What follows belongs to an exercise in optimizing a design on an open flow for small area; a production flow would make more cautious choices. In this exercise RTL edits were held to simulation tests only and were not proved equivalent to the original. Power and IR drop assume default switching activity.

==> flow/design.v (excerpt) <==
module myDAC(input CLOCK,input rst,input [3:0] frequencyPlaceValue,
input [3:0] dutycycle,
input minOrMax,input [2:0] mode,input [1:0] waveform,
input btnC,input btnD,input btnL,
input btnR,input btnU,
input load_B,
output [3:0] an, output dp, output [6:0] seg,
output [3:0] JA,output LED,output warning);
==> flow/config.mk <==
export PLATFORM = sky130hd
export DESIGN_NAME = myDAC
export DESIGN_NICKNAME = myDAC
export VERILOG_FILES = /design/flow/design.v
export SDC_FILE = /design/flow/constraint.sdc
export NUM_CORES = 4
export LEC_CHECK = 0
export ABC_AREA = 1
export CAP_MARGIN = 0
export CORE_MARGIN = 2
export CORE_UTILIZATION = 55
export CTS_BUF_LIST = sky130_fd_sc_hd__clkbuf_8
export CTS_CLUSTER_DIAMETER = 500
export CTS_CLUSTER_SIZE = 18
export GPL_TIMING_DRIVEN = 0
export SLEW_MARGIN = 0
==> flow/constraint.sdc <==
create_clock -name core_clock -period 110.0 [get_ports {CLOCK}]
set_input_delay 22.0000 -clock core_clock [delete_from_list [all_inputs] [get_ports {CLOCK}]]
set_output_delay 22.0000 -clock core_clock [all_outputs]
set_load 0.01 [all_outputs]
standard.sh (not shown) runs the stock make flow with config.mk's settings and CLKGATE_MAP_FILE= SYNTH_SCRIPT=/design/flow/synth_recipe.tcl, a recipe that flattens the netlist after the stock synthesis.
==> flow/flow/run.sh <==
#!/bin/bash
# Standard synthesis, then the combinational logic is re-mapped for area
# with a stronger ABC script (flip-flops untouched), then the standard
# layout from that netlist.
set -euo pipefail
W=$PWD
R=$W/orfs/results/$FLOW_PLATFORM/myDAC/base
bash standard.sh synth > $W/synth_standard.log 2>&1
cp $R/1_2_yosys.v $W/standard_1_2_yosys.v
LIB=$FLOW_HOME/platforms/sky130hd/lib/sky130_fd_sc_hd__tt_025C_1v80.lib \
DONTUSE=$W/flow/dontuse.txt IN_V=$W/standard_1_2_yosys.v TOP=$FLOW_TOP OUTDIR=$W \
OUT_V=$W/reopt_1_2_yosys.v ABC_SCRIPT=$W/flow/area.abc \
  yosys -c $W/flow/reopt.tcl > $W/reopt.log 2>&1
cp $W/reopt_1_2_yosys.v $R/1_2_yosys.v
rm -f $R/1_synth.odb
bash standard.sh finish "BUFFER_PORTS_ARGS=-buffer_cell sky130_fd_sc_hd__buf_1" > $W/layout_standard.log 2>&1
==> flow/flow/area.abc <==
strash
&get -n
&fraig -x
&put
scorr
dc2
dretime
strash
&get -n
&dch -f
&nf -R 1000
&put
Other scripts of this flow, unchanged in this note and not shown: flow/flow/dontuse.txt, flow/flow/reopt.tcl
Next try:
==> flow/flow/area.abc (replaced) <==
strash
&get -n
&deepsyn -T 240
&put
strash
&get -n
&dch -f
&nf -R 1000
&put
--- a/flow/config.mk
+++ b/flow/config.mk
@@ -9 +9 @@
-export CAP_MARGIN = 0
+export CAP_MARGIN = 20
@@ -12 +11,0 @@
-export CTS_BUF_LIST = sky130_fd_sc_hd__clkbuf_8
@@ -14,3 +13,2 @@
-export CTS_CLUSTER_SIZE = 18
-export GPL_TIMING_DRIVEN = 0
-export SLEW_MARGIN = 0
+export CTS_CLUSTER_SIZE = 25
+export SLEW_MARGIN = 20
What happened:
- The new run completed with no timing, DRC or antenna violations
- clock-buffer cell count falls by 4
- routed wire length climbs by 3.6%
- critical path depth went up by 1
- global-route usage went up by 1.8 points
- clock power went up by 23%
- total power shrinks by 14%
- design area drops by 2.6%
- core utilization climbs by 0.38 points
- die area came out lower by 3.8%
Next try:
==> flow/flow/area.abc (replaced) <==
strash
&get -n
&fraig -x
&put
scorr
dc2
dretime
strash
&get -n
&dch -f
&nf -R 1000
&put
--- a/flow/config.mk
+++ b/flow/config.mk
@@ -13,0 +14 @@
+export GPL_TIMING_DRIVEN = 0
=>
- The changed run produced a clean layout
- die area went up by 3.9%
- total power went up by 21%
- via count went up by 2.1%
- global-route usage went down by 1.5 points
- setup slack got worse by 0.72 ns
- non-clock buffer count went down by 10
- hold slack improved by 0.0054 ns

Starting RTL as in the previous note.
==> flow/config.mk <==
export PLATFORM = sky130hd
export DESIGN_NAME = myDAC
export DESIGN_NICKNAME = myDAC
export VERILOG_FILES = /design/flow/design.v
export SDC_FILE = /design/flow/constraint.sdc
export NUM_CORES = 4
export LEC_CHECK = 0
export ABC_AREA = 1
export CAP_MARGIN = 20
export CORE_MARGIN = 2
export CORE_UTILIZATION = 55
export CTS_CLUSTER_DIAMETER = 500
export CTS_CLUSTER_SIZE = 25
export SLEW_MARGIN = 20
==> flow/constraint.sdc <==
create_clock -name core_clock -period 110.0 [get_ports {CLOCK}]
set_input_delay 22.0000 -clock core_clock [delete_from_list [all_inputs] [get_ports {CLOCK}]]
set_output_delay 22.0000 -clock core_clock [all_outputs]
set_load 0.01 [all_outputs]
Scripts as last shown in full above: flow/flow/run.sh
Other scripts of this flow, unchanged in this note and not shown: flow/flow/area.abc, flow/flow/dontuse.txt, flow/flow/reopt.tcl
The baseline passed the timing, design-rule and antenna checks.
Rerun with:
Settings changed: CAP_MARGIN 20 to 0, SLEW_MARGIN 20 to 0.
Effect: Worst setup slack gets better by 8.4 ps; total power barely changes; wire length stays flat; area after synthesis stays the same.

Setup of rev 12:
myDAC, a different RTL version from the one above (not shown whole).
For scale: about 2400 cells after synthesis, about 40 I/O pins.
## myDAC
module myDAC(input CLOCK,input rst,input [3:0] frequencyPlaceValue,
input [3:0] dutycycle,
input minOrMax,input [2:0] mode,input [1:0] waveform,
input btnC,input btnD,input btnL,
input btnR,input btnU,
input load_B,
output [3:0] an, output dp, output [6:0] seg,
output [3:0] JA,output LED,output warning);
Settings: LEC_CHECK=0, ABC_AREA=1, CAP_MARGIN=20, CORE_MARGIN=2, CORE_UTILIZATION=55, CTS_CLUSTER_DIAMETER=150, CTS_CLUSTER_SIZE=30, SLEW_MARGIN=20; clock period 110.0 ns.
==> flow/flow/run.sh <==
#!/bin/bash
# Standard synthesis, then the combinational logic is re-mapped for area
# with a stronger ABC script (flip-flops untouched), then the standard
# layout from that netlist.
set -euo pipefail
W=$PWD
R=$W/orfs/results/$FLOW_PLATFORM/myDAC/base
bash standard.sh synth > $W/synth_standard.log 2>&1
cp $R/1_2_yosys.v $W/standard_1_2_yosys.v
LIB=$FLOW_HOME/platforms/sky130hd/lib/sky130_fd_sc_hd__tt_025C_1v80.lib \
DONTUSE=$W/flow/dontuse.txt IN_V=$W/standard_1_2_yosys.v TOP=$FLOW_TOP OUTDIR=$W \
OUT_V=$W/reopt_1_2_yosys.v ABC_SCRIPT=$W/flow/area.abc \
  yosys -c $W/flow/reopt.tcl > $W/reopt.log 2>&1
cp $W/reopt_1_2_yosys.v $R/1_2_yosys.v
rm -f $R/1_synth.odb
bash standard.sh > $W/layout_standard.log 2>&1
Other scripts of this flow, unchanged in this note and not shown: flow/flow/area.abc, flow/flow/dontuse.txt, flow/flow/reopt.tcl
--- input diff rev 12..rev 13 ---
--- a/flow/config.mk
+++ b/flow/config.mk
@@ -11,3 +11,3 @@
 export CORE_UTILIZATION = 55
-export CTS_CLUSTER_DIAMETER = 150
+export CTS_CLUSTER_DIAMETER = 500
 export CTS_CLUSTER_SIZE = 30
Notes after the runs:
Number of primary I/O pins across rev 13 and rev 12: no real change. Summary of rev 13 over rev 12: effective utilization at floorplan has remained practically unchanged, final wirelength was more or less identical, post-synthesis area per instance did not really move. Taking rev 12 as the reference, in rev 13 area of all placed cells without fillers saw little to no change; count of placed standard cells in the final layout, fillers left out held steady; first-pass GRT wire length stayed essentially flat.

Another version of the RTL of myDAC (not shown whole).
Size: roughly 2300 cells after synthesis, ~40 I/O pins.
export LEC_CHECK = 0
export ABC_AREA = 1
export CAP_MARGIN = 20
export CORE_MARGIN = 2
export CORE_UTILIZATION = 55
export CTS_BUF_LIST = sky130_fd_sc_hd__clkbuf_8
export CTS_CLUSTER_DIAMETER = 100
export CTS_CLUSTER_SIZE = 18
export SLEW_MARGIN = 20
create_clock -name core_clock -period 110.0 [get_ports {CLOCK}]
==> flow/flow/run.sh <==
#!/bin/bash
# Standard synthesis, then the combinational logic is re-mapped for area
# with a stronger ABC script (flip-flops untouched), then the standard
# layout from that netlist.
set -euo pipefail
W=$PWD
R=$W/orfs/results/$FLOW_PLATFORM/myDAC/base
bash standard.sh synth > $W/synth_standard.log 2>&1
cp $R/1_2_yosys.v $W/standard_1_2_yosys.v
LIB=$FLOW_HOME/platforms/sky130hd/lib/sky130_fd_sc_hd__tt_025C_1v80.lib \
DONTUSE=$W/flow/dontuse.txt IN_V=$W/standard_1_2_yosys.v TOP=$FLOW_TOP OUTDIR=$W \
OUT_V=$W/reopt_1_2_yosys.v ABC_SCRIPT=$W/flow/area.abc \
  yosys -c $W/flow/reopt.tcl > $W/reopt.log 2>&1
cp $W/reopt_1_2_yosys.v $R/1_2_yosys.v
rm -f $R/1_synth.odb
bash standard.sh finish "BUFFER_PORTS_ARGS=-buffer_cell sky130_fd_sc_hd__buf_1" > $W/layout_standard.log 2>&1
==> flow/flow/area.abc <==
strash
&get -n
&fraig -x
&put
scorr
dc2
dretime
strash
&get -n
&dch -f
&nf -R 1000
&put
Other scripts of this flow, unchanged in this note and not shown: flow/flow/dontuse.txt, flow/flow/reopt.tcl
Next try:
==> flow/flow/area.abc (replaced) <==
strash
&get -n
&deepsyn -T 240
&put
strash
&get -n
&dch -f
&nf -R 1000
&put
Settings changed: CTS_BUF_LIST sky130_fd_sc_hd__clkbuf_8 to unset, CTS_CLUSTER_DIAMETER 100 to 500, CTS_CLUSTER_SIZE 18 to 25.
Effect: Synthesized cell count shrinks by a few percent; cell area goes down by a few percent; clock skew came out lower by 22 ps; power decreases by about a fifth.

## try-yarrow
myDAC, a different RTL version from the one above (not shown whole).
Size in the first run: about 0.018 mm2 of cells after synthesis.
Design myDAC, start of the top module:
module myDAC(input CLOCK,input rst,input [3:0] frequencyPlaceValue,
input [3:0] dutycycle,
input minOrMax,input [2:0] mode,input [1:0] waveform,
input btnC,input btnD,input btnL,
input btnR,input btnU,
input load_B,
output [3:0] an, output dp, output [6:0] seg,
output [3:0] JA,output LED,output warning);
clock: 110.0 ns
lec_check: 0
abc_area: 1
cap_margin: 20
core_margin: 2
core_utilization: 55
cts_cluster_diameter: 500
cts_cluster_size: 25
slew_margin: 20
==> flow/flow/run.sh <==
#!/bin/bash
# Standard synthesis, then the combinational logic is re-mapped for area
# with stronger ABC scripts (flip-flops untouched: same instances, names and
# cell types); the smallest of the re-mapped netlists is laid out with the
# standard flow.
set -euo pipefail
W=$PWD
R=$W/orfs/results/$FLOW_PLATFORM/myDAC/base
bash standard.sh synth > $W/synth_standard.log 2>&1
cp $R/1_2_yosys.v $W/standard_1_2_yosys.v
LIB=$FLOW_HOME/platforms/sky130hd/lib/sky130_fd_sc_hd__tt_025C_1v80.lib
best=""
bestarea=""
for round in 0 1; do
  for k in 0 1 2 3; do
    s=$((round * 4 + k))
    mkdir -p $W/reopt_$s
    sed "s/SEED/$s/" $W/flow/area.abc.in > $W/reopt_$s/area.abc
    LIB=$LIB DONTUSE=$W/flow/dontuse.txt IN_V=$W/standard_1_2_yosys.v TOP=$FLOW_TOP \
    OUTDIR=$W/reopt_$s OUT_V=$W/reopt_$s/netlist.v ABC_SCRIPT=$W/reopt_$s/area.abc \
      yosys -c $W/flow/reopt.tcl > $W/reopt_$s/reopt.log 2>&1 &
  done
  wait
done
for s in 0 1 2 3 4 5 6 7; do
  a=$(awk '/Chip area/ {print $NF}' $W/reopt_$s/reopt_stat.txt 2>/dev/null || true)
  echo "seed $s: area $a" >> $W/reopt_choice.log
  if [[ -n "$a" && -s $W/reopt_$s/netlist.v ]]; then
    if [[ -z "$best" ]] || awk -v a="$a" -v b="$bestarea" 'BEGIN {exit !(a < b)}'; then
      best=$s; bestarea=$a
    fi
  fi
done
echo "chosen: seed $best, area $bestarea" >> $W/reopt_choice.log
if [[ -n "$best" ]]; then
  cp $W/reopt_$best/netlist.v $R/1_2_yosys.v
  rm -f $R/1_synth.odb
fi
bash standard.sh finish "BUFFER_PORTS_ARGS=-buffer_cell sky130_fd_sc_hd__buf_1" > $W/layout_standard.log 2>&1
==> flow/flow/area.abc.in <==
strash
&get -n
&deepsyn -T 300 -S SEED
&put
strash
&get -n
&dch -f
&nf -R 1000
&put
Other scripts of this flow, unchanged in this note and not shown: flow/flow/dontuse.txt, flow/flow/reopt.tcl
try-yarrow ran to completion and came out clean on the timing, design-rule and antenna checks.
Input-level comparison between try-xenon and try-yarrow:
- CTS_BUF_LIST newly set to sky130_fd_sc_hd__clkbuf_8
- CTS_CLUSTER_SIZE changed from 25 to 14
diff --git a/flow/flow/run.sh b/flow/flow/run.sh
--- a/flow/flow/run.sh
+++ b/flow/flow/run.sh
@@ -14,10 +14,6 @@
-for round in 0 1; do
-  for k in 0 1 2 3; do
-    s=$((round * 4 + k))
-    mkdir -p $W/reopt_$s
-    sed "s/SEED/$s/" $W/flow/area.abc.in > $W/reopt_$s/area.abc
-    LIB=$LIB DONTUSE=$W/flow/dontuse.txt IN_V=$W/standard_1_2_yosys.v TOP=$FLOW_TOP \
-    OUTDIR=$W/reopt_$s OUT_V=$W/reopt_$s/netlist.v ABC_SCRIPT=$W/reopt_$s/area.abc \
-      yosys -c $W/flow/reopt.tcl > $W/reopt_$s/reopt.log 2>&1 &
-  done
-  wait
+for s in 0 1 2 3; do
+  mkdir -p $W/reopt_$s
+  sed "s/SEED/$s/" $W/flow/area.abc.in > $W/reopt_$s/area.abc
+  LIB=$LIB DONTUSE=$W/flow/dontuse.txt IN_V=$W/standard_1_2_yosys.v TOP=$FLOW_TOP \
+  OUTDIR=$W/reopt_$s OUT_V=$W/reopt_$s/netlist.v ABC_SCRIPT=$W/reopt_$s/area.abc \
+    yosys -c $W/flow/reopt.tcl > $W/reopt_$s/reopt.log 2>&1 &
@@ -25 +21,2 @@
-for s in 0 1 2 3 4 5 6 7; do
+wait
+for s in 0 1 2 3; do
==> flow/flow/area.abc.in <==
strash
&get -n
&deepsyn -T 420 -S SEED
&put
strash
&get -n
&dch -f
&nf -R 1000
&put
==> comparison <==
Compared with try-yarrow, try-xenon shows a higher global-route track usage on met1.
The fraction of area in registers was comparable across try-yarrow and try-xenon.
Diff try-yarrow..try-xenon | design area | negligible
In the metrics for try-yarrow and try-xenon, the one carrying the higher number of multi-input combinational cells in the layout is try-xenon.
The core utilization of try-xenon and that of try-yarrow are within noise of each other.
Non-clock buffer count: try-xenon vs try-yarrow down 2
| cell count after synthesis | try-xenon vs try-yarrow | 1.3% higher |
Clock period minus final worst setup slack sits lower in try-xenon than in try-yarrow.
Changes observed in try-xenon relative to try-yarrow: fraction of power consumed by the clock network now smaller; share of final-layout standard cells stronger than drive strength 1 now larger.

afterwards: timing with drivers on the ports:
In the flow no input, the clock included, has a driving cell. The finished layouts below were timed again as built, in two steps. Step 1, drivers: a clkbuf_16 drives CLOCK and a buf_2 each remaining input, both assumed. Step 2 times the ports against the registers' clock, not the clock port: input delays grow and output delays shrink by t, the midpoint of the rising clock arrivals with the driver on. a / b / c = ideal / step 1 / step 2; a / b = the first two.
run	t, ns	setup WS [ns]	worst setup path at the end	worst register clock-pin slew, ns	worst slew at a driven data input, ns
the first run of note 1	0.652	60.590 / 60.541 / 60.541	input to output	0.12 / 0.12	0.08
the second run of note 1	0.572	61.312 / 61.285 / 61.285	input to output	0.10 / 0.10	0.06
the third run of note 1	0.600	60.596 / 60.544 / 60.544	input to output	0.11 / 0.11	0.09
the first run of note 2	0.571	60.485 / 60.433 / 60.433	input to output	0.10 / 0.10	0.08
the second run of note 2	0.571	60.494 / 60.442 / 60.442	input to output	0.10 / 0.10	0.08
rev 12	0.558	60.231 / 60.193 / 60.193	input to output	0.12 / 0.12	0.07
rev 13	0.568	60.249 / 60.208 / 60.208	input to output	0.13 / 0.13	0.07
the first run of note 4	0.656	60.470 / 60.449 / 60.449	input to output	0.12 / 0.12	0.07
the second run of note 4	0.590	60.774 / 60.754 / 60.754	input to output	0.11 / 0.11	0.08
try-yarrow	0.587	61.230 / 61.208 / 61.208	input to output	0.11 / 0.11	0.08
try-xenon	0.635	61.326 / 61.304 / 61.304	input to output	0.10 / 0.10	0.04
After both steps every run listed still meets setup and hold.
